This design comes from an exercise in tuning for small area and a short achievable clock period on the open sky130 flow, not from production work. Function was not checked in any run shown here: the RTL went through the layout flow alone.

## flow/design.v (module list and top-level ports; edited modules follow where they fit)
// module cordic: 1759 lines
module cordic #(
    parameter data_width = 16,
    parameter iterations = 15
    )(
    input clk,
    input reset_n,
    input logic signed [data_width-1:0] angle,
    input logic signed [data_width-1:0] x_i,
    input logic signed [data_width-1:0] y_i,
    output logic signed [data_width-1:0] cos,
    output logic signed [data_width-1:0] sin,
    input valid_in,
    output logic valid_out
    );
  // ...
==> flow/flow/run.sh <==
#!/bin/bash
# Standard ORFS layout with three changes: synthesis does not extract full/half adder cells
# (ADDER_MAP_FILE empty), so ABC maps all arithmetic to plain gates; every port still gets
# its own buffer, but a sky130_fd_sc_hd__buf_2 rather than the delay cell the default picks;
# and clock tree synthesis inserts no dummy loads and uses the settings in flow/cts_args.
set -euo pipefail
CTS_EXTRA=$(cat flow/cts_args)
bash standard.sh ADDER_MAP_FILE= \
  "BUFFER_PORTS_ARGS=-buffer_cell sky130_fd_sc_hd__buf_2" \
  "CTS_ARGS=-sink_clustering_enable -repair_clock_nets -dont_use_dummy_load $CTS_EXTRA" \
  finish > make_finish.log 2>&1
==> flow/flow/cts_args <==
-sink_clustering_size 30 -sink_clustering_max_diameter 120
==> flow/standard.sh <==
#!/bin/bash
# synth_recipe.tcl (not shown) runs the flow's synth.tcl, then flattens the netlist and writes it again
# the make line also repeats each setting of config.mk as NAME=value (left out here)
make -C /OpenROAD-flow-scripts/flow DESIGN_CONFIG=/design/flow/config.mk WORK_HOME=/design/flow/orfs CLKGATE_MAP_FILE= SYNTH_SCRIPT=/design/flow/synth_recipe.tcl "${@:-finish}"
==> flow/config.mk <==
export PLATFORM = sky130hd
export DESIGN_NAME = cordic
export DESIGN_NICKNAME = cordic
export VERILOG_FILES = /design/flow/design.v
export SDC_FILE = /design/flow/constraint.sdc
export NUM_CORES = 4
export LEC_CHECK = 0
export ABC_AREA = 1
export CAP_MARGIN = 20
export CORE_MARGIN = 2
export CORE_UTILIZATION = 40
export SETUP_SLACK_MARGIN = 1.8
export SLEW_MARGIN = 20
==> flow/constraint.sdc <==
create_clock -name core_clock -period 4.0 [get_ports {clk}]
set_input_delay 0.8000 -clock core_clock [delete_from_list [all_inputs] [get_ports {clk}]]
set_output_delay 0.8000 -clock core_clock [all_outputs]
set_load 0.01 [all_outputs]
==> run summary, run 1 <==
- After detailed routing, no signal wire sits above met4.
- The wire length on met2 is around 40000 um.
- The element type at the critical path end is a register.
- Summed over all failing endpoints, the final setup total negative slack is 0 ns.
- The path class of the tightest hold or removal check is in2async.
- Clock tree synthesis found a total of 668 sinks.
- Sequential cells were found to cover around 37% of the synthesized design area.
- In this run the vertical extent of the chip is 307 um.
- The average detailed-routed wire length per instance is 12.1 um.
- In the layout the commonest cells are nand2_1, inv_1, dfxtp_1.
- Multiplexer cells account for 0% of the synthesized area.
- After the first detailed-routing iteration, the DRC count stood at roughly 1600.
- In this run the count of I/O pins placed on the die edge is 84.
- In the global route stage, met2 resource usage came out at roughly 30%.
- The number of input and output port buffers inserted is 83.
- The via count of the first global-routing pass was between 20000 and 30000.
- Setup violations remaining at the end of the flow were counted as 0.
- The placement-stage worst setup slack is around 1.2 ns.
- The clock buffer count in the final layout is 28.
- After floorplanning, the core was divided into about 110 placement rows.
- The largest net degree at the start of global routing is 31.
- The number of detailed-route iterations in the first pass is 5.
- Non-clock inverters in the final layout number slightly below 800.
- Among all flip-flop cells after synthesis, the most frequent one is dfxtp_1.
- After detailed placement, the design holds a cell count of approximately 6600.
- The post-cts repair resize count is approximately 110.
- The die covers between 90000 and 100000 um2.
- In this run the register-to-register setup slack is 1.77 ns.
- The number of buffers and inverters on the critical path is 2.
- The run finished with no timing, DRC or antenna violations.
- The critical path runs through a total of 14 cells.
- The die is 307 um wide.
- The biggest area contributor in the post-synthesis netlist is dfxtp_1.
- The routed design uses approximately 2600 um of met3 wire.
- CTS built an H-tree with a depth of 1.
- 0 antenna diodes ended up in the layout.
- Derived from the worst setup path, the maximum achievable clock frequency is 0.448 GHz.
- For the finished layout, the period the worst path requires is approximately 2.2 ns.
- At the end of the flow the core is filled with cells to between 40% and 50%.
==> run 2: changes to the inputs <==
--- a/flow/design.v
+++ b/flow/design.v
@@ -7,59 +7,56 @@
     input logic signed [data_width-1:0] angle,
     input logic signed [data_width-1:0] x_i,
     input logic signed [data_width-1:0] y_i,
     output logic signed [data_width-1:0] cos,
     output logic signed [data_width-1:0] sin,
     input valid_in,
     output logic valid_out
     );
-    logic [15:0] vp;
+    logic [14:0] vp;
     always_ff @(posedge clk or negedge reset_n)
         if (!reset_n) vp <= '0;
-        else vp <= {vp[14:0], valid_in};
-    assign valid_out = vp[15];
-    logic [15:0] a_r, x_r, y_r;
-    always_ff @(posedge clk) begin a_r <= angle; x_r <= x_i; y_r <= y_i; end
-    logic nxx, nxy, nyx, nyy;
-    assign nxx = a_r[15] ^ a_r[14];
-    assign nxy = ~(a_r[15] & a_r[14]);
-    assign nyx = a_r[15] & a_r[14];
-    assign nyy = a_r[15] ^ a_r[14];
-    logic [15:0] my_i;
-    assign my_i = -y_r;
-    logic [15:0] x1n, y1n;
-    assign x1n = (x_r ^ {16{nxx}}) + (nxy ? my_i : y_r) + {15'd0, nxx};
-    assign y1n = (x_r ^ {16{nyx}}) + (y_r ^ {16{nyy}}) + {15'd0, nyx | nyy};
+        else vp <= {vp[13:0], valid_in};
+    assign valid_out = vp[14];
+    logic [15:0] s0, d0, e0, n0;
+    assign s0 = x_i + y_i;
+    assign d0 = x_i - y_i;
+    assign e0 = y_i - x_i;
+    assign n0 = ~x_i + ~y_i + 16'd2;
     logic [14:0] zop, zc;
-    always_comb case (a_r[15:14])
-        2'b00: begin zop = a_r[14:0]; zc = -15'sd12867; end
-        2'b01: begin zop = {1'b0, a_r[13:0]}; zc = -15'sd12867; end
-        2'b10: begin zop = {1'b1, a_r[13:0]}; zc = 15'sd12867; end
-        default: begin zop = ~a_r[14:0]; zc = -15'sd12866; end
+    always_comb case (angle[15:14])
+        2'b00: begin zop = angle[14:0]; zc = -15'sd12867; end
+        2'b01: begin zop = {1'b0, angle[13:0]}; zc = -15'sd12867; end
+        2'b10: begin zop = {1'b1, angle[13:0]}; zc = 15'sd12867; end
+        default: begin zop = ~angle[14:0]; zc = -15'sd12866; end
+    endcase
+    logic [15:0] x1n, y1n;
+    always_comb case (angle[15:14])
+        2'b00: begin x1n = d0; y1n = s0; end
+        2'b11: begin x1n = s0; y1n = e0; end
+        default: begin x1n = n0; y1n = d0; end
     endcase
     logic [14:0] z1n;
     assign z1n = zop + zc;
     logic signed [15:0] x1, y1;
     logic signed [14:0] z1;
     always_ff @(posedge clk) begin x1 <= x1n; y1 <= y1n; z1 <= z1n[14:0]; end
-    logic sx1;
-    always_ff @(posedge clk) sx1 <= ~z1n[14];
     logic [15:0] xo1, yo1;
     logic signed [15:0] ys1, xs1;
     assign ys1 = y1 >>> 1;
     assign xs1 = x1 >>> 1;
-    assign xo1 = ys1 ^ {16{sx1}};
+    assign xo1 = ys1 ^ {16{~z1[14]}};
     assign yo1 = xs1 ^ {16{z1[14]}};
     logic [15:0] xn2;
     logic [13:0] xn2_p, xn2_g;
     assign xn2_p = x1[13:0] ^ xo1[13:0];
     assign xn2_g = x1[13:0] & xo1[13:0];
     logic xn2_G0_0;
-    assign xn2_G0_0 = xn2_g[0] | (xn2_p[0] & sx1);
+    assign xn2_G0_0 = xn2_g[0] | (xn2_p[0] & ~z1[14]);
     logic xn2_G1_1;
     assign xn2_G1_1 = xn2_g[1] | (xn2_p[1] & xn2_G0_0);
     logic xn2_G1_3;
     assign xn2_G1_3 = xn2_g[3] | (xn2_p[3] & xn2_g[2]);
     logic xn2_P1_3;
     assign xn2_P1_3 = xn2_p[3] & xn2_p[2];
     logic xn2_G1_5;
     assign xn2_G1_5 = xn2_g[5] | (xn2_p[5] & xn2_g[4]);
@@ -124,17 +121,17 @@
     logic xn2_G4_10;
     assign xn2_G4_10 = xn2_G2_10 | (xn2_P2_10 & xn2_G3_7);
     logic xn2_G4_11;
     assign xn2_G4_11 = xn2_G2_11 | (xn2_P2_11 & xn2_G3_7);
     logic xn2_G4_12;
     assign xn2_G4_12 = xn2_G3_12 | (xn2_P3_12 & xn2_G3_7);
     logic xn2_G4_13;
     assign xn2_G4_13 = xn2_G3_13 | (xn2_P3_13 & xn2_G3_7);
-    assign xn2[0] = xn2_p[0] ^ sx1;
+    assign xn2[0] = xn2_p[0] ^ ~z1[14];
     assign xn2[1] = xn2_p[1] ^ xn2_G0_0;
     assign xn2[2] = xn2_p[2] ^ xn2_G1_1;
     assign xn2[3] = xn2_p[3] ^ xn2_G2_2;
     assign xn2[4] = xn2_p[4] ^ xn2_G2_3;
     assign xn2[5] = xn2_p[5] ^ xn2_G3_4;
     assign xn2[6] = xn2_p[6] ^ xn2_G3_5;
     assign xn2[7] = xn2_p[7] ^ xn2_G3_6;
     assign xn2[8] = xn2_p[8] ^ xn2_G3_7;
@@ -246,31 +243,29 @@
     assign yn2[14] = y1[14] ^ (yn2_cH ? (~yo1[14] & 1'b1) : (yo1[14] & 1'b1));
     assign yn2[15] = y1[15] ^ (yn2_cH ? (~yo1[14] & y1[14]) : (yo1[14] & ~y1[14]));
     logic [13:0] zn2;
     logic [14:0] zf2;
     assign zf2 = z1[14] ? z1 + 15'd7596 : z1 - 15'd7596;
     assign zn2 = zf2[13:0];
     logic signed [15:0] x2, y2;
     logic [13:0] z2;
-    logic sx2;
     always_ff @(posedge clk) begin x2 <= xn2; y2 <= yn2; z2 <= zn2; end
-    always_ff @(posedge clk) sx2 <= ~zn2[13];
     logic [15:0] xo2, yo2;
     logic signed [15:0] ys2, xs2;
     assign ys2 = y2 >>> 2;
     assign xs2 = x2 >>> 2;
-    assign xo2 = ys2 ^ {16{sx2}};
+    assign xo2 = ys2 ^ {16{~z2[13]}};
     assign yo2 = xs2 ^ {16{z2[13]}};
     logic [15:0] xn3;
     logic [12:0] xn3_p, xn3_g;
     assign xn3_p = x2[12:0] ^ xo2[12:0];
     assign xn3_g = x2[12:0] & xo2[12:0];
     logic xn3_G0_0;
-    assign xn3_G0_0 = xn3_g[0] | (xn3_p[0] & sx2);
+    assign xn3_G0_0 = xn3_g[0] | (xn3_p[0] & ~z2[13]);
     logic xn3_G1_1;
     assign xn3_G1_1 = xn3_g[1] | (xn3_p[1] & xn3_G0_0);
     logic xn3_G1_3;
     assign xn3_G1_3 = xn3_g[3] | (xn3_p[3] & xn3_g[2]);
     logic xn3_P1_3;
     assign xn3_P1_3 = xn3_p[3] & xn3_p[2];
     logic xn3_G1_5;
     assign xn3_G1_5 = xn3_g[5] | (xn3_p[5] & xn3_g[4]);
@@ -325,17 +320,17 @@
     logic xn3_G4_9;
     assign xn3_G4_9 = xn3_G1_9 | (xn3_P1_9 & xn3_G3_7);
     logic xn3_G4_10;
     assign xn3_G4_10 = xn3_G2_10 | (xn3_P2_10 & xn3_G3_7);
     logic xn3_G4_11;
     assign xn3_G4_11 = xn3_G2_11 | (xn3_P2_11 & xn3_G3_7);
     logic xn3_G4_12;
     assign xn3_G4_12 = xn3_G3_12 | (xn3_P3_12 & xn3_G3_7);
-    assign xn3[0] = xn3_p[0] ^ sx2;
+    assign xn3[0] = xn3_p[0] ^ ~z2[13];
     assign xn3[1] = xn3_p[1] ^ xn3_G0_0;
     assign xn3[2] = xn3_p[2] ^ xn3_G1_1;
     assign xn3[3] = xn3_p[3] ^ xn3_G2_2;
     assign xn3[4] = xn3_p[4] ^ xn3_G2_3;
     assign xn3[5] = xn3_p[5] ^ xn3_G3_4;
     assign xn3[6] = xn3_p[6] ^ xn3_G3_5;
     assign xn3[7] = xn3_p[7] ^ xn3_G3_6;
     assign xn3[8] = xn3_p[8] ^ xn3_G3_7;
@@ -437,31 +432,29 @@
     assign yn3[14] = y2[14] ^ (yn3_cH ? (~yo2[13] & y2[13]) : (yo2[13] & ~y2[13]));
     assign yn3[15] = y2[15] ^ (yn3_cH ? (~yo2[13] & y2[13] & y2[14]) : (yo2[13] & ~y2[13] & ~y2[14]));
     logic [12:0] zn3;
     logic [13:0] zf3;
     assign zf3 = z2[13] ? z2 + 14'd4013 : z2 - 14'd4013;
     assign zn3 = zf3[12:0];
     logic signed [15:0] x3, y3;
     logic [12:0] z3;
-    logic sx3;
     always_ff @(posedge clk) begin x3 <= xn3; y3 <= yn3; z3 <= zn3; end
-    always_ff @(posedge clk) sx3 <= ~zn3[12];
     logic [15:0] xo3, yo3;
     logic signed [15:0] ys3, xs3;
     assign ys3 = y3 >>> 3;
     assign xs3 = x3 >>> 3;
-    assign xo3 = ys3 ^ {16{sx3}};
+    assign xo3 = ys3 ^ {16{~z3[12]}};
     assign yo3 = xs3 ^ {16{z3[12]}};
     logic [15:0] xn4;
     logic [11:0] xn4_p, xn4_g;
     assign xn4_p = x3[11:0] ^ xo3[11:0];
     assign xn4_g = x3[11:0] & xo3[11:0];
     logic xn4_G0_0;
-    assign xn4_G0_0 = xn4_g[0] | (xn4_p[0] & sx3);
+    assign xn4_G0_0 = xn4_g[0] | (xn4_p[0] & ~z3[12]);
     logic xn4_G1_1;
     assign xn4_G1_1 = xn4_g[1] | (xn4_p[1] & xn4_G0_0);
     logic xn4_G1_3;
     assign xn4_G1_3 = xn4_g[3] | (xn4_p[3] & xn4_g[2]);
     logic xn4_P1_3;
     assign xn4_P1_3 = xn4_p[3] & xn4_p[2];
     logic xn4_G1_5;
     assign xn4_G1_5 = xn4_g[5] | (xn4_p[5] & xn4_g[4]);
@@ -510,17 +503,17 @@
     logic xn4_G4_8;
     assign xn4_G4_8 = xn4_g[8] | (xn4_p[8] & xn4_G3_7);
     logic xn4_G4_9;
     assign xn4_G4_9 = xn4_G1_9 | (xn4_P1_9 & xn4_G3_7);
     logic xn4_G4_10;
     assign xn4_G4_10 = xn4_G2_10 | (xn4_P2_10 & xn4_G3_7);
     logic xn4_G4_11;
     assign xn4_G4_11 = xn4_G2_11 | (xn4_P2_11 & xn4_G3_7);
-    assign xn4[0] = xn4_p[0] ^ sx3;
+    assign xn4[0] = xn4_p[0] ^ ~z3[12];
     assign xn4[1] = xn4_p[1] ^ xn4_G0_0;
     assign xn4[2] = xn4_p[2] ^ xn4_G1_1;
     assign xn4[3] = xn4_p[3] ^ xn4_G2_2;
     assign xn4[4] = xn4_p[4] ^ xn4_G2_3;
     assign xn4[5] = xn4_p[5] ^ xn4_G3_4;
     assign xn4[6] = xn4_p[6] ^ xn4_G3_5;
     assign xn4[7] = xn4_p[7] ^ xn4_G3_6;
     assign xn4[8] = xn4_p[8] ^ xn4_G3_7;
@@ -616,31 +609,29 @@
     assign yn4[14] = y3[14] ^ (yn4_cH ? (~yo3[12] & y3[12] & y3[13]) : (yo3[12] & ~y3[12] & ~y3[13]));
     assign yn4[15] = y3[15] ^ (yn4_cH ? (~yo3[12] & y3[12] & y3[13] & y3[14]) : (yo3[12] & ~y3[12] & ~y3[13] & ~y3[14]));
     logic [11:0] zn4;
     logic [12:0] zf4;
     assign zf4 = z3[12] ? z3 + 13'd2037 : z3 - 13'd2037;
     assign zn4 = zf4[11:0];
     logic signed [15:0] x4, y4;
     logic [11:0] z4;
-    logic sx4;
     always_ff @(posedge clk) begin x4 <= xn4; y4 <= yn4; z4 <= zn4; end
-    always_ff @(posedge clk) sx4 <= ~zn4[11];
     logic [15:0] xo4, yo4;
     logic signed [15:0] ys4, xs4;
     assign ys4 = y4 >>> 4;
     assign xs4 = x4 >>> 4;
-    assign xo4 = ys4 ^ {16{sx4}};
+    assign xo4 = ys4 ^ {16{~z4[11]}};
     assign yo4 = xs4 ^ {16{z4[11]}};
     logic [15:0] xn5;
     logic [10:0] xn5_p, xn5_g;
     assign xn5_p = x4[10:0] ^ xo4[10:0];
     assign xn5_g = x4[10:0] & xo4[10:0];
     logic xn5_G0_0;
-    assign xn5_G0_0 = xn5_g[0] | (xn5_p[0] & sx4);
+    assign xn5_G0_0 = xn5_g[0] | (xn5_p[0] & ~z4[11]);
     logic xn5_G1_1;
     assign xn5_G1_1 = xn5_g[1] | (xn5_p[1] & xn5_G0_0);
     logic xn5_G1_3;
     assign xn5_G1_3 = xn5_g[3] | (xn5_p[3] & xn5_g[2]);
     logic xn5_P1_3;
     assign xn5_P1_3 = xn5_p[3] & xn5_p[2];
     logic xn5_G1_5;
     assign xn5_G1_5 = xn5_g[5] | (xn5_p[5] & xn5_g[4]);
@@ -679,17 +670,17 @@
     logic xn5_G3_7;
     assign xn5_G3_7 = xn5_G2_7 | (xn5_P2_7 & xn5_G2_3);
     logic xn5_G4_8;
     assign xn5_G4_8 = xn5_g[8] | (xn5_p[8] & xn5_G3_7);
     logic xn5_G4_9;
     assign xn5_G4_9 = xn5_G1_9 | (xn5_P1_9 & xn5_G3_7);
     logic xn5_G4_10;
     assign xn5_G4_10 = xn5_G2_10 | (xn5_P2_10 & xn5_G3_7);
-    assign xn5[0] = xn5_p[0] ^ sx4;
+    assign xn5[0] = xn5_p[0] ^ ~z4[11];
     assign xn5[1] = xn5_p[1] ^ xn5_G0_0;
     assign xn5[2] = xn5_p[2] ^ xn5_G1_1;
     assign xn5[3] = xn5_p[3] ^ xn5_G2_2;
     assign xn5[4] = xn5_p[4] ^ xn5_G2_3;
     assign xn5[5] = xn5_p[5] ^ xn5_G3_4;
     assign xn5[6] = xn5_p[6] ^ xn5_G3_5;
     assign xn5[7] = xn5_p[7] ^ xn5_G3_6;
     assign xn5[8] = xn5_p[8] ^ xn5_G3_7;
@@ -775,31 +766,29 @@
     assign yn5[14] = y4[14] ^ (yn5_cH ? (~yo4[11] & y4[11] & y4[12] & y4[13]) : (yo4[11] & ~y4[11] & ~y4[12] & ~y4[13]));
     assign yn5[15] = y4[15] ^ (yn5_cH ? (~yo4[11] & y4[11] & y4[12] & y4[13] & y4[14]) : (yo4[11] & ~y4[11] & ~y4[12] & ~y4[13] & ~y4[14]));
     logic [10:0] zn5;
     logic [11:0] zf5;
     assign zf5 = z4[11] ? z4 + 12'd1021 : z4 - 12'd1021;
     assign zn5 = zf5[10:0];
     logic signed [15:0] x5, y5;
     logic [10:0] z5;
-    logic sx5;
     always_ff @(posedge clk) begin x5 <= xn5; y5 <= yn5; z5 <= zn5; end
-    always_ff @(posedge clk) sx5 <= ~zn5[10];
     logic [15:0] xo5, yo5;
     logic signed [15:0] ys5, xs5;
     assign ys5 = y5 >>> 5;
     assign xs5 = x5 >>> 5;
-    assign xo5 = ys5 ^ {16{sx5}};
+    assign xo5 = ys5 ^ {16{~z5[10]}};
     assign yo5 = xs5 ^ {16{z5[10]}};
     logic [15:0] xn6;
     logic [9:0] xn6_p, xn6_g;
     assign xn6_p = x5[9:0] ^ xo5[9:0];
     assign xn6_g = x5[9:0] & xo5[9:0];
     logic xn6_G0_0;
-    assign xn6_G0_0 = xn6_g[0] | (xn6_p[0] & sx5);
+    assign xn6_G0_0 = xn6_g[0] | (xn6_p[0] & ~z5[10]);
     logic xn6_G1_1;
     assign xn6_G1_1 = xn6_g[1] | (xn6_p[1] & xn6_G0_0);
     logic xn6_G1_3;
     assign xn6_G1_3 = xn6_g[3] | (xn6_p[3] & xn6_g[2]);
     logic xn6_P1_3;
     assign xn6_P1_3 = xn6_p[3] & xn6_p[2];
     logic xn6_G1_5;
     assign xn6_G1_5 = xn6_g[5] | (xn6_p[5] & xn6_g[4]);
@@ -832,17 +821,17 @@
     logic xn6_G3_6;
     assign xn6_G3_6 = xn6_G2_6 | (xn6_P2_6 & xn6_G2_3);
     logic xn6_G3_7;
     assign xn6_G3_7 = xn6_G2_7 | (xn6_P2_7 & xn6_G2_3);
     logic xn6_G4_8;
     assign xn6_G4_8 = xn6_g[8] | (xn6_p[8] & xn6_G3_7);
     logic xn6_G4_9;
     assign xn6_G4_9 = xn6_G1_9 | (xn6_P1_9 & xn6_G3_7);
-    assign xn6[0] = xn6_p[0] ^ sx5;
+    assign xn6[0] = xn6_p[0] ^ ~z5[10];
     assign xn6[1] = xn6_p[1] ^ xn6_G0_0;
     assign xn6[2] = xn6_p[2] ^ xn6_G1_1;
     assign xn6[3] = xn6_p[3] ^ xn6_G2_2;
     assign xn6[4] = xn6_p[4] ^ xn6_G2_3;
     assign xn6[5] = xn6_p[5] ^ xn6_G3_4;
     assign xn6[6] = xn6_p[6] ^ xn6_G3_5;
     assign xn6[7] = xn6_p[7] ^ xn6_G3_6;
     assign xn6[8] = xn6_p[8] ^ xn6_G3_7;
@@ -922,31 +911,29 @@
     assign yn6[14] = y5[14] ^ (yn6_cH ? (~yo5[10] & y5[10] & y5[11] & y5[12] & y5[13]) : (yo5[10] & ~y5[10] & ~y5[11] & ~y5[12] & ~y5[13]));
     assign yn6[15] = y5[15] ^ (yn6_cH ? (~yo5[10] & y5[10] & y5[11] & y5[12] & y5[13] & y5[14]) : (yo5[10] & ~y5[10] & ~y5[11] & ~y5[12] & ~y5[13] & ~y5[14]));
     logic [9:0] zn6;
     logic [10:0] zf6;
     assign zf6 = z5[10] ? z5 + 11'd511 : z5 - 11'd511;
     assign zn6 = zf6[9:0];
     logic signed [15:0] x6, y6;
     logic [9:0] z6;
-    logic sx6;
     always_ff @(posedge clk) begin x6 <= xn6; y6 <= yn6; z6 <= zn6; end
-    always_ff @(posedge clk) sx6 <= ~zn6[9];
     logic [15:0] xo6, yo6;
     logic signed [15:0] ys6, xs6;
     assign ys6 = y6 >>> 6;
     assign xs6 = x6 >>> 6;
-    assign xo6 = ys6 ^ {16{sx6}};
+    assign xo6 = ys6 ^ {16{~z6[9]}};
     assign yo6 = xs6 ^ {16{z6[9]}};
     logic [15:0] xn7;
     logic [8:0] xn7_p, xn7_g;
     assign xn7_p = x6[8:0] ^ xo6[8:0];
     assign xn7_g = x6[8:0] & xo6[8:0];
     logic xn7_G0_0;
-    assign xn7_G0_0 = xn7_g[0] | (xn7_p[0] & sx6);
+    assign xn7_G0_0 = xn7_g[0] | (xn7_p[0] & ~z6[9]);
     logic xn7_G1_1;
     assign xn7_G1_1 = xn7_g[1] | (xn7_p[1] & xn7_G0_0);
     logic xn7_G1_3;
     assign xn7_G1_3 = xn7_g[3] | (xn7_p[3] & xn7_g[2]);
     logic xn7_P1_3;
     assign xn7_P1_3 = xn7_p[3] & xn7_p[2];
     logic xn7_G1_5;
     assign xn7_G1_5 = xn7_g[5] | (xn7_p[5] & xn7_g[4]);
@@ -973,17 +960,17 @@
     logic xn7_G3_5;
     assign xn7_G3_5 = xn7_G1_5 | (xn7_P1_5 & xn7_G2_3);
     logic xn7_G3_6;
     assign xn7_G3_6 = xn7_G2_6 | (xn7_P2_6 & xn7_G2_3);
     logic xn7_G3_7;
     assign xn7_G3_7 = xn7_G2_7 | (xn7_P2_7 & xn7_G2_3);
     logic xn7_G4_8;
     assign xn7_G4_8 = xn7_g[8] | (xn7_p[8] & xn7_G3_7);
-    assign xn7[0] = xn7_p[0] ^ sx6;
+    assign xn7[0] = xn7_p[0] ^ ~z6[9];
     assign xn7[1] = xn7_p[1] ^ xn7_G0_0;
     assign xn7[2] = xn7_p[2] ^ xn7_G1_1;
     assign xn7[3] = xn7_p[3] ^ xn7_G2_2;
     assign xn7[4] = xn7_p[4] ^ xn7_G2_3;
     assign xn7[5] = xn7_p[5] ^ xn7_G3_4;
     assign xn7[6] = xn7_p[6] ^ xn7_G3_5;
     assign xn7[7] = xn7_p[7] ^ xn7_G3_6;
     assign xn7[8] = xn7_p[8] ^ xn7_G3_7;
@@ -1055,31 +1042,29 @@
     assign yn7[12] = y6[12] ^ (yn7_cH ? (~yo6[9] & y6[9] & y6[10] & y6[11]) : (yo6[9] & ~y6[9] & ~y6[10] & ~y6[11]));
     assign yn7[13] = y6[13] ^ (yn7_cH ? (~yo6[9] & y6[9] & y6[10] & y6[11] & y6[12]) : (yo6[9] & ~y6[9] & ~y6[10] & ~y6[11] & ~y6[12]));
     assign yn7[14] = y6[14] ^ (yn7_cH ? (~yo6[9] & y6[9] & y6[10] & y6[11] & y6[12] & y6[13]) : (yo6[9] & ~y6[9] & ~y6[10] & ~y6[11] & ~y6[12] & ~y6[13]));
     assign yn7[15] = y6[15] ^ (yn7_cH ? (~yo6[9] & y6[9] & y6[10] & y6[11] & y6[12] & y6[13] & y6[14]) : (yo6[9] & ~y6[9] & ~y6[10] & ~y6[11] & ~y6[12] & ~y6[13] & ~y6[14]));
     logic [8:0] zn7;
     assign zn7 = {~z6[8], z6[7:0]};
     logic signed [15:0] x7, y7;
     logic [8:0] z7;
-    logic sx7;
     always_ff @(posedge clk) begin x7 <= xn7; y7 <= yn7; z7 <= zn7; end
-    always_ff @(posedge clk) sx7 <= ~zn7[8];
     logic [15:0] xo7, yo7;
     logic signed [15:0] ys7, xs7;
     assign ys7 = y7 >>> 7;
     assign xs7 = x7 >>> 7;
-    assign xo7 = ys7 ^ {16{sx7}};
+    assign xo7 = ys7 ^ {16{~z7[8]}};
     assign yo7 = xs7 ^ {16{z7[8]}};
     logic [15:0] xn8;
     logic [7:0] xn8_p, xn8_g;
     assign xn8_p = x7[7:0] ^ xo7[7:0];
     assign xn8_g = x7[7:0] & xo7[7:0];
     logic xn8_G0_0;
-    assign xn8_G0_0 = xn8_g[0] | (xn8_p[0] & sx7);
+    assign xn8_G0_0 = xn8_g[0] | (xn8_p[0] & ~z7[8]);
     logic xn8_G1_1;
     assign xn8_G1_1 = xn8_g[1] | (xn8_p[1] & xn8_G0_0);
     logic xn8_G1_3;
     assign xn8_G1_3 = xn8_g[3] | (xn8_p[3] & xn8_g[2]);
     logic xn8_P1_3;
     assign xn8_P1_3 = xn8_p[3] & xn8_p[2];
     logic xn8_G1_5;
     assign xn8_G1_5 = xn8_g[5] | (xn8_p[5] & xn8_g[4]);
@@ -1104,17 +1089,17 @@
     logic xn8_G3_4;
     assign xn8_G3_4 = xn8_g[4] | (xn8_p[4] & xn8_G2_3);
     logic xn8_G3_5;
     assign xn8_G3_5 = xn8_G1_5 | (xn8_P1_5 & xn8_G2_3);
     logic xn8_G3_6;
     assign xn8_G3_6 = xn8_G2_6 | (xn8_P2_6 & xn8_G2_3);
     logic xn8_G3_7;
     assign xn8_G3_7 = xn8_G2_7 | (xn8_P2_7 & xn8_G2_3);
-    assign xn8[0] = xn8_p[0] ^ sx7;
+    assign xn8[0] = xn8_p[0] ^ ~z7[8];
     assign xn8[1] = xn8_p[1] ^ xn8_G0_0;
     assign xn8[2] = xn8_p[2] ^ xn8_G1_1;
     assign xn8[3] = xn8_p[3] ^ xn8_G2_2;
     assign xn8[4] = xn8_p[4] ^ xn8_G2_3;
     assign xn8[5] = xn8_p[5] ^ xn8_G3_4;
     assign xn8[6] = xn8_p[6] ^ xn8_G3_5;
     assign xn8[7] = xn8_p[7] ^ xn8_G3_6;
     logic xn8_cH;
@@ -1184,31 +1169,29 @@
     assign yn8[12] = y7[12] ^ (yn8_cH ? (~yo7[8] & y7[8] & y7[9] & y7[10] & y7[11]) : (yo7[8] & ~y7[8] & ~y7[9] & ~y7[10] & ~y7[11]));
     assign yn8[13] = y7[13] ^ (yn8_cH ? (~yo7[8] & y7[8] & y7[9] & y7[10] & y7[11] & y7[12]) : (yo7[8] & ~y7[8] & ~y7[9] & ~y7[10] & ~y7[11] & ~y7[12]));
     assign yn8[14] = y7[14] ^ (yn8_cH ? (~yo7[8] & y7[8] & y7[9] & y7[10] & y7[11] & y7[12] & y7[13]) : (yo7[8] & ~y7[8] & ~y7[9] & ~y7[10] & ~y7[11] & ~y7[12] & ~y7[13]));
     assign yn8[15] = y7[15] ^ (yn8_cH ? (~yo7[8] & y7[8] & y7[9] & y7[10] & y7[11] & y7[12] & y7[13] & y7[14]) : (yo7[8] & ~y7[8] & ~y7[9] & ~y7[10] & ~y7[11] & ~y7[12] & ~y7[13] & ~y7[14]));
     logic [7:0] zn8;
     assign zn8 = {~z7[7], z7[6:0]};
     logic signed [15:0] x8, y8;
     logic [7:0] z8;
-    logic sx8;
     always_ff @(posedge clk) begin x8 <= xn8; y8 <= yn8; z8 <= zn8; end
-    always_ff @(posedge clk) sx8 <= ~zn8[7];
     logic [15:0] xo8, yo8;
     logic signed [15:0] ys8, xs8;
     assign ys8 = y8 >>> 8;
     assign xs8 = x8 >>> 8;
-    assign xo8 = ys8 ^ {16{sx8}};
+    assign xo8 = ys8 ^ {16{~z8[7]}};
     assign yo8 = xs8 ^ {16{z8[7]}};
     logic [15:0] xn9;
     logic [6:0] xn9_p, xn9_g;
     assign xn9_p = x8[6:0] ^ xo8[6:0];
     assign xn9_g = x8[6:0] & xo8[6:0];
     logic xn9_G0_0;
-    assign xn9_G0_0 = xn9_g[0] | (xn9_p[0] & sx8);
+    assign xn9_G0_0 = xn9_g[0] | (xn9_p[0] & ~z8[7]);
     logic xn9_G1_1;
     assign xn9_G1_1 = xn9_g[1] | (xn9_p[1] & xn9_G0_0);
     logic xn9_G1_3;
     assign xn9_G1_3 = xn9_g[3] | (xn9_p[3] & xn9_g[2]);
     logic xn9_P1_3;
     assign xn9_P1_3 = xn9_p[3] & xn9_p[2];
     logic xn9_G1_5;
     assign xn9_G1_5 = xn9_g[5] | (xn9_p[5] & xn9_g[4]);
@@ -1223,17 +1206,17 @@
     logic xn9_P2_6;
     assign xn9_P2_6 = xn9_p[6] & xn9_P1_5;
     logic xn9_G3_4;
     assign xn9_G3_4 = xn9_g[4] | (xn9_p[4] & xn9_G2_3);
     logic xn9_G3_5;
     assign xn9_G3_5 = xn9_G1_5 | (xn9_P1_5 & xn9_G2_3);
     logic xn9_G3_6;
     assign xn9_G3_6 = xn9_G2_6 | (xn9_P2_6 & xn9_G2_3);
-    assign xn9[0] = xn9_p[0] ^ sx8;
+    assign xn9[0] = xn9_p[0] ^ ~z8[7];
     assign xn9[1] = xn9_p[1] ^ xn9_G0_0;
     assign xn9[2] = xn9_p[2] ^ xn9_G1_1;
     assign xn9[3] = xn9_p[3] ^ xn9_G2_2;
     assign xn9[4] = xn9_p[4] ^ xn9_G2_3;
     assign xn9[5] = xn9_p[5] ^ xn9_G3_4;
     assign xn9[6] = xn9_p[6] ^ xn9_G3_5;
     logic xn9_cH;
     assign xn9_cH = xn9_G3_6;
@@ -1293,31 +1276,29 @@
     assign yn9[12] = y8[12] ^ (yn9_cH ? (~yo8[7] & y8[7] & y8[8] & y8[9] & y8[10] & y8[11]) : (yo8[7] & ~y8[7] & ~y8[8] & ~y8[9] & ~y8[10] & ~y8[11]));
     assign yn9[13] = y8[13] ^ (yn9_cH ? (~yo8[7] & y8[7] & y8[8] & y8[9] & y8[10] & y8[11] & y8[12]) : (yo8[7] & ~y8[7] & ~y8[8] & ~y8[9] & ~y8[10] & ~y8[11] & ~y8[12]));
     assign yn9[14] = y8[14] ^ (yn9_cH ? (~yo8[7] & y8[7] & y8[8] & y8[9] & y8[10] & y8[11] & y8[12] & y8[13]) : (yo8[7] & ~y8[7] & ~y8[8] & ~y8[9] & ~y8[10] & ~y8[11] & ~y8[12] & ~y8[13]));
     assign yn9[15] = y8[15] ^ (yn9_cH ? (~yo8[7] & y8[7] & y8[8] & y8[9] & y8[10] & y8[11] & y8[12] & y8[13] & y8[14]) : (yo8[7] & ~y8[7] & ~y8[8] & ~y8[9] & ~y8[10] & ~y8[11] & ~y8[12] & ~y8[13] & ~y8[14]));
     logic [6:0] zn9;
     assign zn9 = {~z8[6], z8[5:0]};
     logic signed [15:0] x9, y9;
     logic [6:0] z9;
-    logic sx9;
     always_ff @(posedge clk) begin x9 <= xn9; y9 <= yn9; z9 <= zn9; end
-    always_ff @(posedge clk) sx9 <= ~zn9[6];
     logic [15:0] xo9, yo9;
     logic signed [15:0] ys9, xs9;
     assign ys9 = y9 >>> 9;
     assign xs9 = x9 >>> 9;
-    assign xo9 = ys9 ^ {16{sx9}};
+    assign xo9 = ys9 ^ {16{~z9[6]}};
     assign yo9 = xs9 ^ {16{z9[6]}};
     logic [15:0] xn10;
     logic [5:0] xn10_p, xn10_g;
     assign xn10_p = x9[5:0] ^ xo9[5:0];
     assign xn10_g = x9[5:0] & xo9[5:0];
     logic xn10_G0_0;
-    assign xn10_G0_0 = xn10_g[0] | (xn10_p[0] & sx9);
+    assign xn10_G0_0 = xn10_g[0] | (xn10_p[0] & ~z9[6]);
     logic xn10_G1_1;
     assign xn10_G1_1 = xn10_g[1] | (xn10_p[1] & xn10_G0_0);
     logic xn10_G1_3;
     assign xn10_G1_3 = xn10_g[3] | (xn10_p[3] & xn10_g[2]);
     logic xn10_P1_3;
     assign xn10_P1_3 = xn10_p[3] & xn10_p[2];
     logic xn10_G1_5;
     assign xn10_G1_5 = xn10_g[5] | (xn10_p[5] & xn10_g[4]);
@@ -1326,17 +1307,17 @@
     logic xn10_G2_2;
     assign xn10_G2_2 = xn10_g[2] | (xn10_p[2] & xn10_G1_1);
     logic xn10_G2_3;
     assign xn10_G2_3 = xn10_G1_3 | (xn10_P1_3 & xn10_G1_1);
     logic xn10_G3_4;
     assign xn10_G3_4 = xn10_g[4] | (xn10_p[4] & xn10_G2_3);
     logic xn10_G3_5;
     assign xn10_G3_5 = xn10_G1_5 | (xn10_P1_5 & xn10_G2_3);
-    assign xn10[0] = xn10_p[0] ^ sx9;
+    assign xn10[0] = xn10_p[0] ^ ~z9[6];
     assign xn10[1] = xn10_p[1] ^ xn10_G0_0;
     assign xn10[2] = xn10_p[2] ^ xn10_G1_1;
     assign xn10[3] = xn10_p[3] ^ xn10_G2_2;
     assign xn10[4] = xn10_p[4] ^ xn10_G2_3;
     assign xn10[5] = xn10_p[5] ^ xn10_G3_4;
     logic xn10_cH;
     assign xn10_cH = xn10_G3_5;
     assign xn10[6] = x9[6] ^ (xn10_cH ? (~xo9[6] & 1'b1) : (xo9[6] & 1'b1));
@@ -1390,44 +1371,42 @@
     assign yn10[12] = y9[12] ^ (yn10_cH ? (~yo9[6] & y9[6] & y9[7] & y9[8] & y9[9] & y9[10] & y9[11]) : (yo9[6] & ~y9[6] & ~y9[7] & ~y9[8] & ~y9[9] & ~y9[10] & ~y9[11]));
     assign yn10[13] = y9[13] ^ (yn10_cH ? (~yo9[6] & y9[6] & y9[7] & y9[8] & y9[9] & y9[10] & y9[11] & y9[12]) : (yo9[6] & ~y9[6] & ~y9[7] & ~y9[8] & ~y9[9] & ~y9[10] & ~y9[11] & ~y9[12]));
     assign yn10[14] = y9[14] ^ (yn10_cH ? (~yo9[6] & y9[6] & y9[7] & y9[8] & y9[9] & y9[10] & y9[11] & y9[12] & y9[13]) : (yo9[6] & ~y9[6] & ~y9[7] & ~y9[8] & ~y9[9] & ~y9[10] & ~y9[11] & ~y9[12] & ~y9[13]));
     assign yn10[15] = y9[15] ^ (yn10_cH ? (~yo9[6] & y9[6] & y9[7] & y9[8] & y9[9] & y9[10] & y9[11] & y9[12] & y9[13] & y9[14]) : (yo9[6] & ~y9[6] & ~y9[7] & ~y9[8] & ~y9[9] & ~y9[10] & ~y9[11] & ~y9[12] & ~y9[13] & ~y9[14]));
     logic [5:0] zn10;
     assign zn10 = {~z9[5], z9[4:0]};
     logic signed [15:0] x10, y10;
     logic [5:0] z10;
-    logic sx10;
     always_ff @(posedge clk) begin x10 <= xn10; y10 <= yn10; z10 <= zn10; end
-    always_ff @(posedge clk) sx10 <= ~zn10[5];
     logic [15:0] xo10, yo10;
     logic signed [15:0] ys10, xs10;
     assign ys10 = y10 >>> 10;
     assign xs10 = x10 >>> 10;
-    assign xo10 = ys10 ^ {16{sx10}};
+    assign xo10 = ys10 ^ {16{~z10[5]}};
     assign yo10 = xs10 ^ {16{z10[5]}};
     logic [15:0] xn11;
     logic [4:0] xn11_p, xn11_g;
     assign xn11_p = x10[4:0] ^ xo10[4:0];
     assign xn11_g = x10[4:0] & xo10[4:0];
     logic xn11_G0_0;
-    assign xn11_G0_0 = xn11_g[0] | (xn11_p[0] & sx10);
+    assign xn11_G0_0 = xn11_g[0] | (xn11_p[0] & ~z10[5]);
     logic xn11_G1_1;
     assign xn11_G1_1 = xn11_g[1] | (xn11_p[1] & xn11_G0_0);
     logic xn11_G1_3;
     assign xn11_G1_3 = xn11_g[3] | (xn11_p[3] & xn11_g[2]);
     logic xn11_P1_3;
     assign xn11_P1_3 = xn11_p[3] & xn11_p[2];
     logic xn11_G2_2;
     assign xn11_G2_2 = xn11_g[2] | (xn11_p[2] & xn11_G1_1);
     logic xn11_G2_3;
     assign xn11_G2_3 = xn11_G1_3 | (xn11_P1_3 & xn11_G1_1);
     logic xn11_G3_4;
     assign xn11_G3_4 = xn11_g[4] | (xn11_p[4] & xn11_G2_3);
-    assign xn11[0] = xn11_p[0] ^ sx10;
+    assign xn11[0] = xn11_p[0] ^ ~z10[5];
     assign xn11[1] = xn11_p[1] ^ xn11_G0_0;
     assign xn11[2] = xn11_p[2] ^ xn11_G1_1;
     assign xn11[3] = xn11_p[3] ^ xn11_G2_2;
     assign xn11[4] = xn11_p[4] ^ xn11_G2_3;
     logic xn11_cH;
     assign xn11_cH = xn11_G3_4;
     assign xn11[5] = x10[5] ^ (xn11_cH ? (~xo10[5] & 1'b1) : (xo10[5] & 1'b1));
     assign xn11[6] = x10[6] ^ (xn11_cH ? (~xo10[5] & x10[5]) : (xo10[5] & ~x10[5]));
@@ -1475,42 +1454,40 @@
     assign yn11[12] = y10[12] ^ (yn11_cH ? (~yo10[5] & y10[5] & y10[6] & y10[7] & y10[8] & y10[9] & y10[10] & y10[11]) : (yo10[5] & ~y10[5] & ~y10[6] & ~y10[7] & ~y10[8] & ~y10[9] & ~y10[10] & ~y10[11]));
     assign yn11[13] = y10[13] ^ (yn11_cH ? (~yo10[5] & y10[5] & y10[6] & y10[7] & y10[8] & y10[9] & y10[10] & y10[11] & y10[12]) : (yo10[5] & ~y10[5] & ~y10[6] & ~y10[7] & ~y10[8] & ~y10[9] & ~y10[10] & ~y10[11] & ~y10[12]));
     assign yn11[14] = y10[14] ^ (yn11_cH ? (~yo10[5] & y10[5] & y10[6] & y10[7] & y10[8] & y10[9] & y10[10] & y10[11] & y10[12] & y10[13]) : (yo10[5] & ~y10[5] & ~y10[6] & ~y10[7] & ~y10[8] & ~y10[9] & ~y10[10] & ~y10[11] & ~y10[12] & ~y10[13]));
     assign yn11[15] = y10[15] ^ (yn11_cH ? (~yo10[5] & y10[5] & y10[6] & y10[7] & y10[8] & y10[9] & y10[10] & y10[11] & y10[12] & y10[13] & y10[14]) : (yo10[5] & ~y10[5] & ~y10[6] & ~y10[7] & ~y10[8] & ~y10[9] & ~y10[10] & ~y10[11] & ~y10[12] & ~y10[13] & ~y10[14]));
     logic [4:0] zn11;
     assign zn11 = {~z10[4], z10[3:0]};
     logic signed [15:0] x11, y11;
     logic [4:0] z11;
-    logic sx11;
     always_ff @(posedge clk) begin x11 <= xn11; y11 <= yn11; z11 <= zn11; end
-    always_ff @(posedge clk) sx11 <= ~zn11[4];
     logic [15:0] xo11, yo11;
     logic signed [15:0] ys11, xs11;
     assign ys11 = y11 >>> 11;
     assign xs11 = x11 >>> 11;
-    assign xo11 = ys11 ^ {16{sx11}};
+    assign xo11 = ys11 ^ {16{~z11[4]}};
     assign yo11 = xs11 ^ {16{z11[4]}};
     logic [15:0] xn12;
     logic [3:0] xn12_p, xn12_g;
     assign xn12_p = x11[3:0] ^ xo11[3:0];
     assign xn12_g = x11[3:0] & xo11[3:0];
     logic xn12_G0_0;
-    assign xn12_G0_0 = xn12_g[0] | (xn12_p[0] & sx11);
+    assign xn12_G0_0 = xn12_g[0] | (xn12_p[0] & ~z11[4]);
     logic xn12_G1_1;
     assign xn12_G1_1 = xn12_g[1] | (xn12_p[1] & xn12_G0_0);
     logic xn12_G1_3;
     assign xn12_G1_3 = xn12_g[3] | (xn12_p[3] & xn12_g[2]);
     logic xn12_P1_3;
     assign xn12_P1_3 = xn12_p[3] & xn12_p[2];
     logic xn12_G2_2;
     assign xn12_G2_2 = xn12_g[2] | (xn12_p[2] & xn12_G1_1);
     logic xn12_G2_3;
     assign xn12_G2_3 = xn12_G1_3 | (xn12_P1_3 & xn12_G1_1);
-    assign xn12[0] = xn12_p[0] ^ sx11;
+    assign xn12[0] = xn12_p[0] ^ ~z11[4];
     assign xn12[1] = xn12_p[1] ^ xn12_G0_0;
     assign xn12[2] = xn12_p[2] ^ xn12_G1_1;
     assign xn12[3] = xn12_p[3] ^ xn12_G2_2;
     logic xn12_cH;
     assign xn12_cH = xn12_G2_3;
     assign xn12[4] = x11[4] ^ (xn12_cH ? (~xo11[4] & 1'b1) : (xo11[4] & 1'b1));
     assign xn12[5] = x11[5] ^ (xn12_cH ? (~xo11[4] & x11[4]) : (xo11[4] & ~x11[4]));
     assign xn12[6] = x11[6] ^ (xn12_cH ? (~xo11[4] & x11[4] & x11[5]) : (xo11[4] & ~x11[4] & ~x11[5]));
@@ -1556,36 +1533,34 @@
     assign yn12[12] = y11[12] ^ (yn12_cH ? (~yo11[4] & y11[4] & y11[5] & y11[6] & y11[7] & y11[8] & y11[9] & y11[10] & y11[11]) : (yo11[4] & ~y11[4] & ~y11[5] & ~y11[6] & ~y11[7] & ~y11[8] & ~y11[9] & ~y11[10] & ~y11[11]));
     assign yn12[13] = y11[13] ^ (yn12_cH ? (~yo11[4] & y11[4] & y11[5] & y11[6] & y11[7] & y11[8] & y11[9] & y11[10] & y11[11] & y11[12]) : (yo11[4] & ~y11[4] & ~y11[5] & ~y11[6] & ~y11[7] & ~y11[8] & ~y11[9] & ~y11[10] & ~y11[11] & ~y11[12]));
     assign yn12[14] = y11[14] ^ (yn12_cH ? (~yo11[4] & y11[4] & y11[5] & y11[6] & y11[7] & y11[8] & y11[9] & y11[10] & y11[11] & y11[12] & y11[13]) : (yo11[4] & ~y11[4] & ~y11[5] & ~y11[6] & ~y11[7] & ~y11[8] & ~y11[9] & ~y11[10] & ~y11[11] & ~y11[12] & ~y11[13]));
     assign yn12[15] = y11[15] ^ (yn12_cH ? (~yo11[4] & y11[4] & y11[5] & y11[6] & y11[7] & y11[8] & y11[9] & y11[10] & y11[11] & y11[12] & y11[13] & y11[14]) : (yo11[4] & ~y11[4] & ~y11[5] & ~y11[6] & ~y11[7] & ~y11[8] & ~y11[9] & ~y11[10] & ~y11[11] & ~y11[12] & ~y11[13] & ~y11[14]));
     logic [3:0] zn12;
     assign zn12 = {~z11[3], z11[2:0]};
     logic signed [15:0] x12, y12;
     logic [3:0] z12;
-    logic sx12;
     always_ff @(posedge clk) begin x12 <= xn12; y12 <= yn12; z12 <= zn12; end
-    always_ff @(posedge clk) sx12 <= ~zn12[3];
     logic [15:0] xo12, yo12;
     logic signed [15:0] ys12, xs12;
     assign ys12 = y12 >>> 12;
     assign xs12 = x12 >>> 12;
-    assign xo12 = ys12 ^ {16{sx12}};
+    assign xo12 = ys12 ^ {16{~z12[3]}};
     assign yo12 = xs12 ^ {16{z12[3]}};
     logic [15:0] xn13;
     logic [2:0] xn13_p, xn13_g;
     assign xn13_p = x12[2:0] ^ xo12[2:0];
     assign xn13_g = x12[2:0] & xo12[2:0];
     logic xn13_G0_0;
-    assign xn13_G0_0 = xn13_g[0] | (xn13_p[0] & sx12);
+    assign xn13_G0_0 = xn13_g[0] | (xn13_p[0] & ~z12[3]);
     logic xn13_G1_1;
     assign xn13_G1_1 = xn13_g[1] | (xn13_p[1] & xn13_G0_0);
     logic xn13_G2_2;
     assign xn13_G2_2 = xn13_g[2] | (xn13_p[2] & xn13_G1_1);
-    assign xn13[0] = xn13_p[0] ^ sx12;
+    assign xn13[0] = xn13_p[0] ^ ~z12[3];
     assign xn13[1] = xn13_p[1] ^ xn13_G0_0;
     assign xn13[2] = xn13_p[2] ^ xn13_G1_1;
     logic xn13_cH;
     assign xn13_cH = xn13_G2_2;
     assign xn13[3] = x12[3] ^ (xn13_cH ? (~xo12[3] & 1'b1) : (xo12[3] & 1'b1));
     assign xn13[4] = x12[4] ^ (xn13_cH ? (~xo12[3] & x12[3]) : (xo12[3] & ~x12[3]));
     assign xn13[5] = x12[5] ^ (xn13_cH ? (~xo12[3] & x12[3] & x12[4]) : (xo12[3] & ~x12[3] & ~x12[4]));
     assign xn13[6] = x12[6] ^ (xn13_cH ? (~xo12[3] & x12[3] & x12[4] & x12[5]) : (xo12[3] & ~x12[3] & ~x12[4] & ~x12[5]));
@@ -1625,34 +1600,32 @@
     assign yn13[12] = y12[12] ^ (yn13_cH ? (~yo12[3] & y12[3] & y12[4] & y12[5] & y12[6] & y12[7] & y12[8] & y12[9] & y12[10] & y12[11]) : (yo12[3] & ~y12[3] & ~y12[4] & ~y12[5] & ~y12[6] & ~y12[7] & ~y12[8] & ~y12[9] & ~y12[10] & ~y12[11]));
     assign yn13[13] = y12[13] ^ (yn13_cH ? (~yo12[3] & y12[3] & y12[4] & y12[5] & y12[6] & y12[7] & y12[8] & y12[9] & y12[10] & y12[11] & y12[12]) : (yo12[3] & ~y12[3] & ~y12[4] & ~y12[5] & ~y12[6] & ~y12[7] & ~y12[8] & ~y12[9] & ~y12[10] & ~y12[11] & ~y12[12]));
     assign yn13[14] = y12[14] ^ (yn13_cH ? (~yo12[3] & y12[3] & y12[4] & y12[5] & y12[6] & y12[7] & y12[8] & y12[9] & y12[10] & y12[11] & y12[12] & y12[13]) : (yo12[3] & ~y12[3] & ~y12[4] & ~y12[5] & ~y12[6] & ~y12[7] & ~y12[8] & ~y12[9] & ~y12[10] & ~y12[11] & ~y12[12] & ~y12[13]));
     assign yn13[15] = y12[15] ^ (yn13_cH ? (~yo12[3] & y12[3] & y12[4] & y12[5] & y12[6] & y12[7] & y12[8] & y12[9] & y12[10] & y12[11] & y12[12] & y12[13] & y12[14]) : (yo12[3] & ~y12[3] & ~y12[4] & ~y12[5] & ~y12[6] & ~y12[7] & ~y12[8] & ~y12[9] & ~y12[10] & ~y12[11] & ~y12[12] & ~y12[13] & ~y12[14]));
     logic [2:0] zn13;
     assign zn13 = {~z12[2], z12[1:0]};
     logic signed [15:0] x13, y13;
     logic [2:0] z13;
-    logic sx13;
     always_ff @(posedge clk) begin x13 <= xn13; y13 <= yn13; z13 <= zn13; end
-    always_ff @(posedge clk) sx13 <= ~zn13[2];
     logic [15:0] xo13, yo13;
     logic signed [15:0] ys13, xs13;
     assign ys13 = y13 >>> 13;
     assign xs13 = x13 >>> 13;
-    assign xo13 = ys13 ^ {16{sx13}};
+    assign xo13 = ys13 ^ {16{~z13[2]}};
     assign yo13 = xs13 ^ {16{z13[2]}};
     logic [15:0] xn14;
     logic [1:0] xn14_p, xn14_g;
     assign xn14_p = x13[1:0] ^ xo13[1:0];
     assign xn14_g = x13[1:0] & xo13[1:0];
     logic xn14_G0_0;
-    assign xn14_G0_0 = xn14_g[0] | (xn14_p[0] & sx13);
+    assign xn14_G0_0 = xn14_g[0] | (xn14_p[0] & ~z13[2]);
     logic xn14_G1_1;
     assign xn14_G1_1 = xn14_g[1] | (xn14_p[1] & xn14_G0_0);
-    assign xn14[0] = xn14_p[0] ^ sx13;
+    assign xn14[0] = xn14_p[0] ^ ~z13[2];
     assign xn14[1] = xn14_p[1] ^ xn14_G0_0;
     logic xn14_cH;
     assign xn14_cH = xn14_G1_1;
     assign xn14[2] = x13[2] ^ (xn14_cH ? (~xo13[2] & 1'b1) : (xo13[2] & 1'b1));
     assign xn14[3] = x13[3] ^ (xn14_cH ? (~xo13[2] & x13[2]) : (xo13[2] & ~x13[2]));
     assign xn14[4] = x13[4] ^ (xn14_cH ? (~xo13[2] & x13[2] & x13[3]) : (xo13[2] & ~x13[2] & ~x13[3]));
     assign xn14[5] = x13[5] ^ (xn14_cH ? (~xo13[2] & x13[2] & x13[3] & x13[4]) : (xo13[2] & ~x13[2] & ~x13[3] & ~x13[4]));
     assign xn14[6] = x13[6] ^ (xn14_cH ? (~xo13[2] & x13[2] & x13[3] & x13[4] & x13[5]) : (xo13[2] & ~x13[2] & ~x13[3] & ~x13[4] & ~x13[5]));
@@ -1690,32 +1663,30 @@
     assign yn14[12] = y13[12] ^ (yn14_cH ? (~yo13[2] & y13[2] & y13[3] & y13[4] & y13[5] & y13[6] & y13[7] & y13[8] & y13[9] & y13[10] & y13[11]) : (yo13[2] & ~y13[2] & ~y13[3] & ~y13[4] & ~y13[5] & ~y13[6] & ~y13[7] & ~y13[8] & ~y13[9] & ~y13[10] & ~y13[11]));
     assign yn14[13] = y13[13] ^ (yn14_cH ? (~yo13[2] & y13[2] & y13[3] & y13[4] & y13[5] & y13[6] & y13[7] & y13[8] & y13[9] & y13[10] & y13[11] & y13[12]) : (yo13[2] & ~y13[2] & ~y13[3] & ~y13[4] & ~y13[5] & ~y13[6] & ~y13[7] & ~y13[8] & ~y13[9] & ~y13[10] & ~y13[11] & ~y13[12]));
     assign yn14[14] = y13[14] ^ (yn14_cH ? (~yo13[2] & y13[2] & y13[3] & y13[4] & y13[5] & y13[6] & y13[7] & y13[8] & y13[9] & y13[10] & y13[11] & y13[12] & y13[13]) : (yo13[2] & ~y13[2] & ~y13[3] & ~y13[4] & ~y13[5] & ~y13[6] & ~y13[7] & ~y13[8] & ~y13[9] & ~y13[10] & ~y13[11] & ~y13[12] & ~y13[13]));
     assign yn14[15] = y13[15] ^ (yn14_cH ? (~yo13[2] & y13[2] & y13[3] & y13[4] & y13[5] & y13[6] & y13[7] & y13[8] & y13[9] & y13[10] & y13[11] & y13[12] & y13[13] & y13[14]) : (yo13[2] & ~y13[2] & ~y13[3] & ~y13[4] & ~y13[5] & ~y13[6] & ~y13[7] & ~y13[8] & ~y13[9] & ~y13[10] & ~y13[11] & ~y13[12] & ~y13[13] & ~y13[14]));
     logic [1:0] zn14;
     assign zn14 = {~z13[1], z13[0:0]};
     logic signed [15:0] x14, y14;
     logic [1:0] z14;
-    logic sx14;
     always_ff @(posedge clk) begin x14 <= xn14; y14 <= yn14; z14 <= zn14; end
-    always_ff @(posedge clk) sx14 <= ~zn14[1];
     logic [15:0] xo14, yo14;
     logic signed [15:0] ys14, xs14;
     assign ys14 = y14 >>> 14;
     assign xs14 = x14 >>> 14;
-    assign xo14 = ys14 ^ {16{sx14}};
+    assign xo14 = ys14 ^ {16{~z14[1]}};
     assign yo14 = xs14 ^ {16{z14[1]}};
     logic [15:0] xn15;
     logic [0:0] xn15_p, xn15_g;
     assign xn15_p = x14[0:0] ^ xo14[0:0];
     assign xn15_g = x14[0:0] & xo14[0:0];
     logic xn15_G0_0;
-    assign xn15_G0_0 = xn15_g[0] | (xn15_p[0] & sx14);
-    assign xn15[0] = xn15_p[0] ^ sx14;
+    assign xn15_G0_0 = xn15_g[0] | (xn15_p[0] & ~z14[1]);
+    assign xn15[0] = xn15_p[0] ^ ~z14[1];
     logic xn15_cH;
     assign xn15_cH = xn15_G0_0;
     assign xn15[1] = x14[1] ^ (xn15_cH ? (~xo14[1] & 1'b1) : (xo14[1] & 1'b1));
     assign xn15[2] = x14[2] ^ (xn15_cH ? (~xo14[1] & x14[1]) : (xo14[1] & ~x14[1]));
     assign xn15[3] = x14[3] ^ (xn15_cH ? (~xo14[1] & x14[1] & x14[2]) : (xo14[1] & ~x14[1] & ~x14[2]));
     assign xn15[4] = x14[4] ^ (xn15_cH ? (~xo14[1] & x14[1] & x14[2] & x14[3]) : (xo14[1] & ~x14[1] & ~x14[2] & ~x14[3]));
     assign xn15[5] = x14[5] ^ (xn15_cH ? (~xo14[1] & x14[1] & x14[2] & x14[3] & x14[4]) : (xo14[1] & ~x14[1] & ~x14[2] & ~x14[3] & ~x14[4]));
     assign xn15[6] = x14[6] ^ (xn15_cH ? (~xo14[1] & x14[1] & x14[2] & x14[3] & x14[4] & x14[5]) : (xo14[1] & ~x14[1] & ~x14[2] & ~x14[3] & ~x14[4] & ~x14[5]));
==> flow/flow/run.sh (replaced) <==
#!/bin/bash
# Standard ORFS layout with three changes: synthesis does not extract full/half adder cells
# (ADDER_MAP_FILE empty), so ABC maps all arithmetic to plain gates; every port still gets
# its own buffer, but a sky130_fd_sc_hd__buf_2 rather than the delay cell the default picks;
# and clock tree synthesis inserts no dummy loads.
set -euo pipefail
bash standard.sh ADDER_MAP_FILE= \
  "BUFFER_PORTS_ARGS=-buffer_cell sky130_fd_sc_hd__buf_2" \
  "CTS_ARGS=-sink_clustering_enable -repair_clock_nets -dont_use_dummy_load" \
  finish > make_finish.log 2>&1
removed: flow/flow/cts_args
==> run 2 against run 1 <==
Net effect: still clean on timing, DRC and antenna; worst hold slack improved by 0.047 ns; utilization barely moved; global-route usage rose by 2.3 points; worst setup slack improved by 0.092 ns.
==> run summary, run 2 <==
- The flow ran to the end and the layout has no timing, DRC or antenna violations.
- The final-report max-slew violation count is 0.
- The upper clock frequency limit is 0.468 GHz (+4.3%).
- The horizontal extent of the die is 309 um (+0.69%).
- The final setup violation count is 0 (unchanged).
- The cell count after synthesis came out at approximately 5700.
- Yosys mapped the design onto ~70 distinct sky130hd cell types.
- The tool flagged a number of max-cap violations equal to 0.
- The number of detailed-route iterations in the first pass is 6 (+1).
- The final cell utilization of the core is 45.8% (about the same).
- Counting along the longest clock path gives a buffer depth of 3.
- The cell type contributing the most total cell area after synthesis is dfxtp_1.
- The count of pins on the block boundary is 84 (unchanged).
- After floorplanning, the core was sized to cover between 90000 and 100000 um2.
- The clock slew seen by the registers of the worst setup and hold paths is 0.06 ns.
- The element type at the critical path end is a register.
- The leading cell type in the layout, fill and taps excluded is nand2_1.
- Once detail routing completed, the nets flagged for antenna violations numbered 0.
- The worst setup path is launched from an input pin.
- Counting flops with a built-in enable in the synthesized netlist gives 0.
- Counting instances in the post-synthesis netlist gives the leading cell types as nand2_1, inv_1, dfxtp_1.
- The number of antenna violations at the first check in global routing came to 0.
- The die height is 309 um (+0.69%).
- CTS placed an instance of clkbuf_16 at the clock tree root.
- The count of synthesis-stage warnings from yosys is 1.
- The total number of vias is 34300.
- The worst hold path belongs to the class in2async.
- The worst-case register-to-register setup slack is 1.91 ns (+0.14 ns).
- For this run, the total global-route usage over all layers was measured as about a fifth.
- The number of input and output port buffers inserted is 83 (unchanged).
- The starting density of the core is between 40% and 50%.
- The headroom to the max-slew limit is a little under three fifths.
- The largest net degree at the start of global routing is 30 (-3.2%).
- By area, the combinational part of the netlist is dominated by simple AND/OR/NAND/NOR gates.
- Of the total synthesized cell area, the portion taken by full adders, half adders and majority gates is 0%.
- The predominant post-synthesis flop cell is dfxtp_1.
- The portion of the post-synthesis area used by sequential elements is 32.6% (-4.0 points).
- The ratio of routed vias to standard cells is 4.79.
- The xor and xnor area share after synthesis is 12.8%.
- The library cells used most frequently in the layout, excluding fill and tap cells, are nand2_1, inv_1, dfxtp_1.
- Of the total synthesized cell area, the portion taken by AND, OR, NAND and NOR gates is around 36%.
- The placement-stage worst setup slack is 1.05 ns (-0.170 ns).
- The total negative slack is 0 ns (unchanged).
- STA puts the critical path data arrival time at 2.60 ns.
- Summed over all layers, the global routing overflow is 0.
- The multiplexer share of the synthesized area is 0.0805% (+0.081 points).
- The routability congestion estimate from global placement is ~0.90.
- The growth of design area from synthesis to finish is 13.2%.
- The first global-routing pass estimated 148000 um of wire.
- The total half-perimeter wirelength after legalization and detailed placement is 71000 um.
- Along the worst path, the maximum fanout reaches 16.
- The CTS tree is built.
- The number of clock sinks is 604 (-9.6%).
- The via count of the first global-routing pass was 31100 (+8.6%).
- In the finished design, the share of the clock period the worst path needs comes to between 50% and 60%.
- For this run, asynchronously set or reset flops after synthesis account for under 10%.
- Setup repair after global routing could not meet its margin everywhere.
- For the pin with the worst max-slew slack, the measured transition is approximately 0.67 ns.
- In the routed design, unresolved DRC markers number 0.
- The worst setup path is of the in2reg kind.
- The total CTS buffers is between 70 and 80.
- The count of nets after finishing is 5963.
- The required arrival time at the worst endpoint is between 4 and 5 ns.
- The average detailed-routed wire length per instance was 12.7 um (+5.6%).
- The average footprint of a synthesized cell is ~6.5 um2.
- Between clock sinks in the finished design, the worst skew comes to 0.105 ns.
- The post-layout minimum cycle time was 2.14 ns (-0.0924 ns).
- The clock reaches the later pin of the worst-skew pair after approximately 0.65 ns.
- The top cell type's share of synthesized area is between 30% and 40%.
- The row count is 111 (unchanged).
- The number of levels the H-tree was split into was 3 (+2).
- Of the cells placed in the final design, the portion with a size suffix greater than 1 is under 10%.
- The overall die area is 95700 um2 (+1.4%).
- The post-synthesis compound-gate area fraction is between 8 and 9%.
- The most instantiated library cell after synthesis is nand2_1.
- The synthesized netlist occupies a cell area of 37300 um2.
- The final number of hold-violating endpoints is 0.
- The routed wire length is approximately 91000 um.
- The number of nets in the synthesized netlist is between 5000 and 6000.
- The count of routing violations after the opening detailed-route iteration is 2026 (+27%).
- The post-synthesis register bit count is just over 600.
- The worst path meets setup with ~1.9 ns of slack.
- Sorting the synthesized cells by area gives the leading types as dfxtp_1, nand2_1, xor2_1.
- The antenna cell count is 0 (unchanged).
[run 2: cell type report]
class	count	area, um2
Multi-Input combinational cell	4265	22300
Sequential cell	604	12200
Clock buffer	71	1780
Timing Repair inverter	1	5.00
Timing Repair Buffer	175	1350
Inverter	794	3040
Tap cell	1243	1560
Fill cell	9520	49900
[run 2: critical path, stage by stage]
cell and delay [ns]:
clkbuf_4 0.21, nand2_1 0.11, buf_6 0.21, clkinvlp_4 0.24, a21oi_1 0.30, o21ai_0 0.16
a21oi_1 0.17, inv_1 0.06, a21oi_1 0.12, nand2_1 0.07, xor2_1 0.14
[run 2: repair_timing]
action,4_1_cts,5_1_grt
gates resized for setup,50,215
gates cloned,2,9
endpoints found under the hold margin,0,0
buffers inserted,5,64
endpoints found under the setup margin,205,229
pin swaps,1,21
hold buffers,0,0
[run 2: worst paths after layout]
path,start,end,cells after the start
worst max-delay path,angle[15],z1[9],11
worst min-delay path,reset_n,vp[7],1
worst max register to register,z1[14],x2[14],13
worst min register to register,z8[1],z9[1],0
max in group asynchronous,reset_n,vp[6],1
min in group core_clock,z8[1],z9[1],0
[run 2: per-stage QoR]
| stage | cell area, um2 | std cells | hold slack [ns] |
|---|---|---|---|
| 2_1_floorplan | 37300 | 5738 | 0.310 |
| 3_3_place_gp | 38800 | 7002 | 0.311 |
| 3_5_place_dp | 38800 | 7002 | 0.312 |
| 4_1_cts | 40800 | 7080 | 0.0452 |
| 5_1_grt | 42200 | 7153 | 0.0732 |
| 6_report | 42200 | 7153 | 0.0818 |
[run 2: kinds of logic (layout without fill, tap and decap cells)]
kind of cell / Yosys count / in the layout
AO/OA/AOI/OAI: 544 / 544
multiplexers: 3 / 3
XOR/XNOR: 534 / 534
flip-flops: 604 / 604
AND/OR/NAND/NOR: 3179 / 3184
buffers and inverters: 874 / 1041
[run 2: layer usage]
metal	vias to the layer above	track usage, %	wire length, um	part of all wire, %
met3	130	2.34	2930	3.2
met2	517	33.2	44100	48
met5	-	0	0	0
met1	15400	23.7	42200	46
li1	18200	-	-	-
met4	0	4.72	1910	2.1

[re-timing with driven ports]
How much do the figures lean on ideal ports? The routed layouts below were timed once more, with nothing changed but the port constraints.
Step 1 assumes that a clkbuf_16 drives the clock port and a buf_2 every other input.
Step 2, shift: input delay + t, output delay - t, t = (earliest + latest rising clock arrival at the registers) / 2. This alone moves slack from input paths to output paths.
Three values: ideal, step 1, step 2; two values: the first two.
run | t, ns | slack for setup (ns) | hold WS [ns] | pins driven straight from the clock port
run 1 | 0.660 | 1.770 / 1.770 / 1.770 | 0.035 / -0.002 / 0.330 | 1
run 2 | 0.661 | 1.862 / 1.906 / 1.244 | 0.082 / 0.039 / 0.275 | 1
After both steps every run listed still meets setup and hold. The setup slack of run 2, which loses most, moves by +0.044 ns with the drivers and by -0.618 ns with both steps.
